Source: an optimization exercise on an open RTL-to-GDS flow (aim: small area and a short achievable clock period). Production flows keep margins and buffers that such runs may drop.
No functional check of the RTL was part of any run shown here.

==> flow/design.v, too long to show whole: its modules and the start of the top module <==
// module lowp5: 901 lines
// module bq_fa: 4 lines
// module bq_ha: 4 lines
module lowp5(signal_in, signal_out, time_constant, clock_in, reset, enable);
  // ...
==> flow/flow/run.sh <==
#!/bin/bash
set -euo pipefail
MARGIN=$(cat flow/margin.txt 2>/dev/null || echo 5)
bash standard.sh \
  "BUFFER_PORTS_ARGS=-buffer_cell sky130_fd_sc_hd__buf_2" \
  "SETUP_SLACK_MARGIN=$MARGIN" \
  finish > flow_make.log 2>&1
==> flow/flow/margin.txt <==
7
==> flow/standard.sh <==
#!/bin/bash
# synth_recipe.tcl (not shown) runs the flow's synth.tcl, then flattens the netlist and writes it again
# the make line also repeats each setting of config.mk as NAME=value (left out here)
make -C /OpenROAD-flow-scripts/flow DESIGN_CONFIG=/design/flow/config.mk WORK_HOME=/design/flow/orfs CLKGATE_MAP_FILE= SYNTH_SCRIPT=/design/flow/synth_recipe.tcl "${@:-finish}"
==> flow/config.mk <==
export PLATFORM = sky130hd
export DESIGN_NAME = lowp5
export DESIGN_NICKNAME = lowp5
export VERILOG_FILES = /design/flow/design.v
export SDC_FILE = /design/flow/constraint.sdc
export NUM_CORES = 4
export LEC_CHECK = 0
export CAP_MARGIN = 20
export CORE_MARGIN = 2
export CORE_UTILIZATION = 40
export SLEW_MARGIN = 20
export SYNTH_HIERARCHICAL = 1
==> flow/constraint.sdc <==
create_clock -name core_clock -period 15.0 [get_ports {clock_in}]
set_input_delay 3.0000 -clock core_clock [delete_from_list [all_inputs] [get_ports {clock_in}]]
set_output_delay 3.0000 -clock core_clock [all_outputs]
set_load 0.01 [all_outputs]
==> summary.txt, run 1 <==
Outcome
  • Run status: no timing/DRC/antenna violations

Global route
  • Total track usage: 24.3%
  • Initial antenna violation count: 1

Final layout
  • Multi-Input Combinational: 1259
  • Fillers: 4166
  • Layout cells sized above 1: 13.8%
  • Non-clk buf share: 4.27%

Worst setup path
  • Worst Reg-to-Reg Cells: 19
  • Reg-to-reg critical path startpoint: y1[18]$_DFFE_PP_
  • Worst path buffer plus inverter count: 0
  • Worst path cell trace: fa_1 -> fa_1 -> fa_1 -> fa_1 -> fa_1 -> fa_1 -> fa_1 -> fa_1 -> fa_1 -> fa_1 -> ha_1 -> and2_1 -> o211ai_1 -> and3b_1 -> o21ai_2 -> o21a_2 -> o211ai_1 -> a21boi_0 -> o31ai_1
  • CP peak stage delay: 580 ps

STA
  • Period utilization: 51.9%
  • Final hold vios: 0
  • Slew margin rel.: 27.1%
  • Worst slew pin tran: 1090 ps

Logic synthesis
  • Yosys reg bits: 114
  • Post-synthesis cell count: 1507
  • Syn_nets: 2094

Die
  • Core area: 0.0454 mm²

Clock network
  • CTS Root Cell: clkbuf_16
  • Setup Buffers After CTS: 14

Hold path
  • Worst Hold Launch: x1[0]$_DFFE_PP_

Placed design
  • Inst Count DP: 2148

Routing
  • Number of routed nets with antenna violations: 0
  • WL met1: 23400 µm
==> inputs of run 2 (changes only) <==
==> flow/flow/margin.txt (replaced) <==
9
==> run 2 against run 1 <==
  * Die area is the same
  * Clock skew fell by 4.2 ps
  * Non-clock buffer count grew 94
  * Cell area increased by 8.9%
  * Maximum frequency increased by 4.6%
  * First-iteration DRC count increased by 7.2%
  * Synthesized area is the same
  * Sequential cell count unchanged
  * Critical path depth is 4 higher
  * Via count grew 3.7%
  * Cell count rose by 4.1%
  * Largest cell class unchanged
  * Highest routed layer unchanged
==> summary.txt, run 2 <==
Outcome
  • Run status: no timing/DRC/antenna violations

Final layout
  • Diodes inserted: 0
  • Commonest non-fill, non-tap cell in the layout: fa_1
  • P&R area growth vs syn: 23.5%
  • Max FFs per register: 30
  • Sequential Area: 0.00342 mm²
  • Top reg by flops: r
  • Area of the multi-input gates: 0.0158 mm²
  • Most frequent cells in the layout: fa_1 (353), buf_4 (145), edfxtp_1 (114)
  • Layout cells sized above 1: 28.5% (+15 points)
  • Final layout net count: 2318
  • Fillers: 3970 (-4.7%)

Global route
  • Vias in the first global route: 14326
  • Met2 layer usage reported by global route: 41.3%
  • Met3 usage: 4.93%
  • Largest net degree at the start of global routing: 56
  • Initial antenna violation count: 0 (-1)
  • Global-route wire length before repair: 87500 µm
  • Total track usage: 25.3% (+1.0 points)
  • Most Crowded Layer GR: met2
  • Total global routing overflow: 0
  • GR Util met1: 33.6%

Clock network
  • CTS Root Cell: clkbuf_16
  • Hold_buf cts: 0
  • CTS tree: yes
  • Total CTS buffers: 17
  • CTS clk-pin slew, worst paths: 60 ps
  • Clock Path Buffers: 2
  • CTS Sinks: 114
  • Clock Latency Late Sink: 460 ps
  • H-tree lvl count: 4

Placed design
  • DP HPWL: 47000 µm
  • Worst slack, placed: 6420 ps
  • Port Buf Inserts: 58
  • Gpl congestion: 0.948

Worst setup path
  • Worst-path maximum fanout: 4
  • CP required: 15200 ps
  • Reg2Reg Setup Slack: 7550 ps
  • Most frequent CP cell: fa_1
  • Startpoint types: flop
  • Setup CP Type: flop to flop
  • Top cell family by delay on the critical path: adder cells
  • Worst path cell trace: buf_4 -> fa_1 -> fa_2 -> fa_1 -> fa_2 -> fa_1 -> fa_1 -> fa_2 -> fa_1 -> fa_2 -> ha_4 -> ha_4 -> nand4_1 -> nor2_1 -> o31ai_2 -> a211oi_2 -> a21oi_2 -> buf_6 -> o31ai_4 -> buf_6 -> a31oi_4 -> xor2_2 -> o21ai_1
  • Slowest stage cell on the critical path: fa_2
  • Crit. End Element: flop
  • Critical Path AT: 7660 ps
  • Worst path buffer plus inverter count: 3 (+3)
  • CP peak stage delay: 580 ps (about the same)

Logic synthesis
  • Post-synth ARST share: 0%
  • YS warnings: 7
  • Post-synthesis compound-gate area fraction: 13.3%
  • Synth Area in Adders: 54.9%
  • Seq/Total Area, Yosys: 18.6%
  • Top-count cell post-synth: fa_1
  • Leading post-synthesis cells by cell area: fa_1 (46%), edfxtp_1 (19%), ha_1 (8.5%), a21oi_1 (2.4%), inv_1 (2.2%)
  • Distinct cells, synth: 64
  • Yosys reg bits: 114 (unchanged)
  • Mapped Avg Cell Area: 12.2 µm²
  • Synth cell count leaders: fa_1 (426), ha_1 (125), edfxtp_1 (114)
  • Top cell type's share of synthesized area: 46.4%
  • Largest family of logic cells by synthesized area: adder cells
  • Main synth FF type: edfxtp_1
  • Largest area contributor in the netlist: fa_1
  • XOR/XNOR Fraction of Synth Area: 3.10%
  • Mapped Area: 0.0184 mm²
  • Syn_nets: 2094 (unchanged)
  • Synth Area in Simple Gates: 6.96%
  • Post-synthesis cell count: 1507 (unchanged)
  • Post-synth EDFFs: 114
  • Mux share of post-synthesis cell area: 0.408%

STA
  • Final clock skew: 13.4 ps
  • Period utilization: 49.7% (-2.3 points)
  • Setup TNS: 0 ps
  • Max-slew violations: 0
  • Worst slew pin tran: 1080 ps (-10.4 ps)
  • Fmax: 134 MHz
  • Tmin final: 7450 ps
  • Final setup violating endpoints: 0
  • Slew margin rel.: 27.8% (+0.69 points)
  • Setup ws final: 7550 ps
  • RSZ-0062 raised after global routing: true
  • Final hold vios: 0 (unchanged)

Routing
  • Vias/cell: 5.67
  • Number of routed nets with antenna violations: 0 (unchanged)
  • DRT Wirelength: 57800 µm
  • DRT iter0 DRCs: 1022
  • Via count: 13302
  • Drt pass-1 iters: 5
  • Routed WL per cell: 24.7 µm
  • DR DRC count: 0

Die
  • DIE WIDTH: 218 µm
  • Die area: 0.0477 mm²
  • Die Ht: 218 µm
  • Starting Density: 40.5%
  • Core area: 0.0454 mm² (unchanged)
  • Num rows: 78
  • IO Pins: 64

Hold path
  • Worst min path class: flop to flop

Flow run
  • Maxcap violations: 0
-- run 2: logic make-up (layout without fill, tap and decap cells) --
logic type | count (synthesis) | count (layout)
flip-flops | 114 | 114
XOR/XNOR | 65 | 65
AND/OR/NAND/NOR | 255 | 255
AO/OA/AOI/OAI | 381 | 381
adder cells (fa/ha/maj) | 551 | 551
buffers and inverters | 134 | 371
multiplexers | 7 | 7
-- run 2: final timing paths --
path / from / end / cells past startpoint
setup / recovery: r[25]$_DFFE_PP_ / y1[23]$_DFFE_PP_ / 23
hold reg to reg: x1[0]$_DFFE_PP_ / r[0]$_DFFE_PP_ / 2
hold / removal: x1[0]$_DFFE_PP_ / r[0]$_DFFE_PP_ / 2
setup reg to reg: r[25]$_DFFE_PP_ / y1[23]$_DFFE_PP_ / 23
-- run 2: per-module statistics from Yosys, one instance, submodules excluded --
module	area, µm²	copies in the design
bq_fa	20.0	424
bq_ha	12.5	13
lowp5	9740	1
-- run 2: area by class of cell --
type                       count  area share [%]
tap                          600            3.31
multi-input combinational   1259            69.8
sequential                   114            15.1
clock buffer                  18            1.89
timing repair buffer         230            7.59
inverter                     109            1.80
clock inverter                14           0.584
-- run 2: worst register-to-register path, stage by stage (launching register included) --
cell,delay [ps]
edfxtp_1,420
buf_4,160
fa_1,500
fa_2,350
fa_1,490
fa_2,380
fa_1,550
fa_1,450
fa_2,540
fa_1,440
fa_2,580
ha_4,210
ha_4,280
nand4_1,160
nor2_1,170
o31ai_2,100
a211oi_2,320
a21oi_2,60
buf_6,140
o31ai_4,310
buf_6,170
a31oi_4,100
xor2_2,230
o21ai_1,70
-- run 2: per-stage QoR --
step | util, % | hold slack [ps] | cells | instance area, µm²
2_1_floorplan | - | 549 | 1507 | 18700
6_report | 50.0 | 654 | 2344 | 22700
3_5_place_dp | 43.4 | 601 | 2147 | 19700
3_3_place_gp | 43.4 | 578 | 2147 | 19700
5_1_grt | 50.0 | 689 | 2344 | 22700
4_1_cts | 48.6 | 613 | 2300 | 22100
-- run 2: timing repair --
action | in CTS | in global routing
gates resized for setup | 173 | 66
endpoints found under the hold margin | 0 | 0
pin swaps | 73 | 67
buffers inserted | 121 | 44
endpoints found under the setup margin | 31 | 33
-- run 2: routing by layer --
layer  up-vias  part of all wire [%]
met5         -                     0
met4         0                   3.9
met3       116                   6.0
met2       487                    48
met1      6967                    42
li1       5732                     -
==> inputs of run 3 (changes only) <==
==> flow/flow/margin.txt (replaced) <==
7
--- a/flow/config.mk
+++ b/flow/config.mk
@@ -10,2 +10,3 @@
 export CORE_UTILIZATION = 40
+export CTS_BUF_LIST = sky130_fd_sc_hd__clkbuf_4 sky130_fd_sc_hd__clkbuf_8
 export SLEW_MARGIN = 20
==> run 3 against run 2 <==
  * Cell count shrank 4.1%
  * Critical path type unchanged
  * Synthesized cell count is the same
  * Clock-buffer cell count shrank 1
  * Cell area shrank 9.1%
  * Sequential share of layout area grew 1.5 points
==> summary.txt, run 3 <==
Worst setup path
  • Reg2Reg Setup Slack: 7240 ps (-310 ps)
  • Slowest stage cell on the critical path: edfxtp_1
  • Worst-path maximum fanout: 6 (+2)
  • Setup CP Type: flop to flop
  • Most frequent CP cell: fa_1
  • CP required: 15240 ps (+40 ps)
  • CP peak stage delay: 600 ps (+20 ps)
  • Crit. End Element: flop
  • Reg-to-reg critical path startpoint: y2n[15]$_DFFE_PP_
  • Worst path cell trace: fa_1 -> fa_1 -> fa_1 -> fa_1 -> fa_1 -> fa_1 -> fa_1 -> fa_1 -> fa_1 -> ha_1 -> nand2_1 -> nor4_2 -> nand4_1 -> nor4b_2 -> nor3_4 -> o31ai_4 -> buf_4 -> a31o_2 -> nor2b_1 -> o41ai_2
  • Critical Path AT: 8000 ps (+340 ps)
  • CP Launch Point: y2n[15]$_DFFE_PP_
  • Startpoint types: flop

Logic synthesis
  • Synth cell count leaders: fa_1 (426), ha_1 (125), edfxtp_1 (114)
  • Yosys reg bits: 114 (unchanged)
  • Syn_nets: 2094 (unchanged)
  • Leading post-synthesis cells by cell area: fa_1 (46%), edfxtp_1 (19%), ha_1 (8.5%), a21oi_1 (2.4%), inv_1 (2.2%)
  • Post-synth EDFFs: 114 (unchanged)
  • Post-synth ARST share: 0% (unchanged)
  • Largest area contributor in the netlist: fa_1
  • Main synth FF type: edfxtp_1
  • Seq/Total Area, Yosys: 18.6% (unchanged)
  • Distinct cells, synth: 64 (unchanged)
  • Post-synthesis cell count: 1507 (unchanged)
  • Mapped Area: 0.0184 mm² (unchanged)
  • YS warnings: 7 (unchanged)
  • Mapped Avg Cell Area: 12.2 µm² (unchanged)
  • Top-count cell post-synth: fa_1
  • Top cell type's share of synthesized area: 46.4% (unchanged)

Clock network
  • CTS Root Cell: clkbuf_8
  • CTS tree: yes
  • Total CTS buffers: 17 (unchanged)
  • H-tree lvl count: 4 (unchanged)
  • Clock Path Buffers: 2 (unchanged)
  • CTS Sinks: 114 (unchanged)
  • CTS clk-pin slew, worst paths: 90 ps (+30 ps)
  • Clock Latency Late Sink: 510 ps (+50 ps)

Die
  • Die area: 0.0477 mm² (unchanged)
  • Die Ht: 218 µm (unchanged)
  • IO Pins: 64 (unchanged)
  • DIE WIDTH: 218 µm (unchanged)
  • Starting Density: 40.5% (unchanged)
  • Core area: 0.0454 mm² (unchanged)
  • Num rows: 78 (unchanged)

Hold path
  • Worst min path class: flop to flop
  • Worst Hold Launch: x1[0]$_DFFE_PP_

STA
  • Slew margin rel.: 26.2% (-1.6 points)
  • Final clock skew: 22.9 ps (+9.50 ps)
  • Final hold vios: 0 (unchanged)
  • Period utilization: 51.7% (+2.1 points)
  • Max-slew violations: 0 (unchanged)
  • Fmax: 129 MHz (-4.0%)
  • Setup TNS: 0 ps (unchanged)
  • Worst slew pin tran: 1100 ps (+19.7 ps)
  • RSZ-0062 raised after global routing: false
  • Final setup violating endpoints: 0 (unchanged)
  • Tmin final: 7760 ps (+310 ps)

Final layout
  • Final layout net count: 2222 (-4.1%)
  • Most frequent cells in the layout: fa_1 (426), ha_1 (122), edfxtp_1 (114)
  • Commonest non-fill, non-tap cell in the layout: fa_1
  • Area of the multi-input gates: 0.0148 mm² (-6.6%)
  • Max FFs per register: 30 (unchanged)
  • Fillers: 4193 (+5.6%)
  • Top reg by flops: r
  • Final instance area: 0.0206 mm² (-9.1%)
  • P&R area growth vs syn: 12.2%
  • Sequential Area: 0.00342 mm² (unchanged)
  • Layout cells sized above 1: 13.7% (-15 points)

Routing
  • Drt pass-1 iters: 5 (unchanged)
  • DRT iter0 DRCs: 919 (-10%)
  • WL met1: 23200 µm (-4.7%)
  • DRT Wirelength: 54900 µm (-5.2%)
  • Number of routed nets with antenna violations: 0 (unchanged)
  • Routed WL per cell: 24.4 µm (-1.1%)
  • Top layer used by detailed routing: met4
  • Via count: 12819 (-3.6%)
  • Met3 WL: 3580 µm (+3.1%)
  • DR DRC count: 0 (unchanged)
  • Wire length on met2: 26100 µm (-6.0%)
  • Vias/cell: 5.70 (+0.44%)

Global route
  • Total track usage: 24.2% (-1.1 points)
  • Largest net degree at the start of global routing: 66 (+18%)
  • Global-route wire length before repair: 83300 µm (-4.8%)
  • Total global routing overflow: 0 (unchanged)
  • Initial antenna violation count: 0 (unchanged)
  • Vias in the first global route: 13571 (-5.3%)

Placed design
  • DP HPWL: 46100 µm (-2.0%)
  • Placed instance area: 0.0194 mm² (-1.6%)
  • Port Buf Inserts: 58 (unchanged)
  • Gpl congestion: 0.962 (+1.4%)

Outcome
  • Run status: no timing/DRC/antenna violations

Flow run
  • Maxcap violations: 0 (unchanged)
[run 3: cell count changes in the layout (fill, tap and decap cells not counted), sizes merged]
cell / previous run / this run
buf: 230 / 133
bufinv: 1 / 2
clkinv: 4 / 10
clkinvlp: 6 / 3
diode: 0 / 1
inv: 112 / 109
[run 3: path summary, 6_finish.rpt]
check                                         to  cells after the start
worst min register to register    r[0]$_DFFE_PP_                      2
worst max-delay path            y1[27]$_DFFE_PP_                     20
worst min-delay path              r[0]$_DFFE_PP_                      2
worst max register to register  y1[27]$_DFFE_PP_                     20
[run 3: kinds of logic after synthesis]
group                    share of synthesized area (%)
XOR/XNOR                                          3.10
buffers and inverters                             2.75
AO/OA/AOI/OAI                                     13.3
AND/OR/NAND/NOR                                   6.96
flip-flops                                        18.6
multiplexers                                     0.408
adder cells (fa/ha/maj)                           54.9
[run 3: metal layers]
metal	track usage, %	vias up
met5	0	-
met4	9.16	0
met3	4.90	87
met2	38.7	482
met1	32.5	6703
li1	-	5547
[run 3: layout make-up]
cell class	count	area share [%]
clock buffers	17	1.13
clock inverters	15	0.697
well taps	600	3.64
inverters	109	1.98
flip-flops and latches	114	16.6
multi-input cells	1259	71.7
repair buffers	134	4.24
diodes	1	0.0121
[run 3: per-module statistics from Yosys, one instance, submodules excluded]
module,flops+latches,area (µm²)
bq_fa,0,20.0
bq_ha,0,12.5
lowp5,114,9740
[run 3: worst max-delay path: cells and delay by family, from the launching register on]
family / cells / cell delay (ps)
flops: 1 / 600
buf+inv: 1 / 190
fa+ha+maj: 10 / 4720
simple gates: 6 / 1460
compound gates: 3 / 520
[run 3: timing repair]
item	in CTS	in global routing
resized for setup	26	30
pin swaps	3	7
hold buffers	0	0
endpoints found under the setup margin	28	25
setup buffers	14	53
[run 3: metrics by stage]
step / hold slack, ps / utilization (%) / cells / setup WS, ps
detailed placement: 600 / 42.7 / 2148 / 5710
floorplan: 549 / - / 1507 / 7760
finish: 592 / 45.5 / 2249 / 7240
global route: 679 / 45.5 / 2248 / 6990
CTS: 604 / 44.2 / 2194 / 7000
global placement: 569 / 42.7 / 2148 / 5800

==> what the ideal ports hide <==
The flow's constraints put no driver on any port. The routed layouts listed below were extracted and timed again, unchanged, in two steps.
Step 1 assumes that a clkbuf_16 drives the clock port and a buf_2 every other input.
Step 2 moves the port delays by t, midway between the first and last clock arrival at a register: inputs arrive t later, outputs are due t later. That takes back most of the time a late clock gives input paths.
Three values: no drivers, after step 1, after step 2; two values: the first two.
run	t (ns)	slack for setup (ns)	cell pins on the clock port's net
run 1	0.505	7.209 / 7.209 / 7.114	1
run 2	0.516	7.549 / 7.549 / 7.411	1
run 3	0.551	7.239 / 7.239 / 7.074	1
After both steps every run listed still meets setup and hold. The setup slack of run 3, which loses most, moves by 0.000 ns with the drivers and by -0.165 ns with both steps.
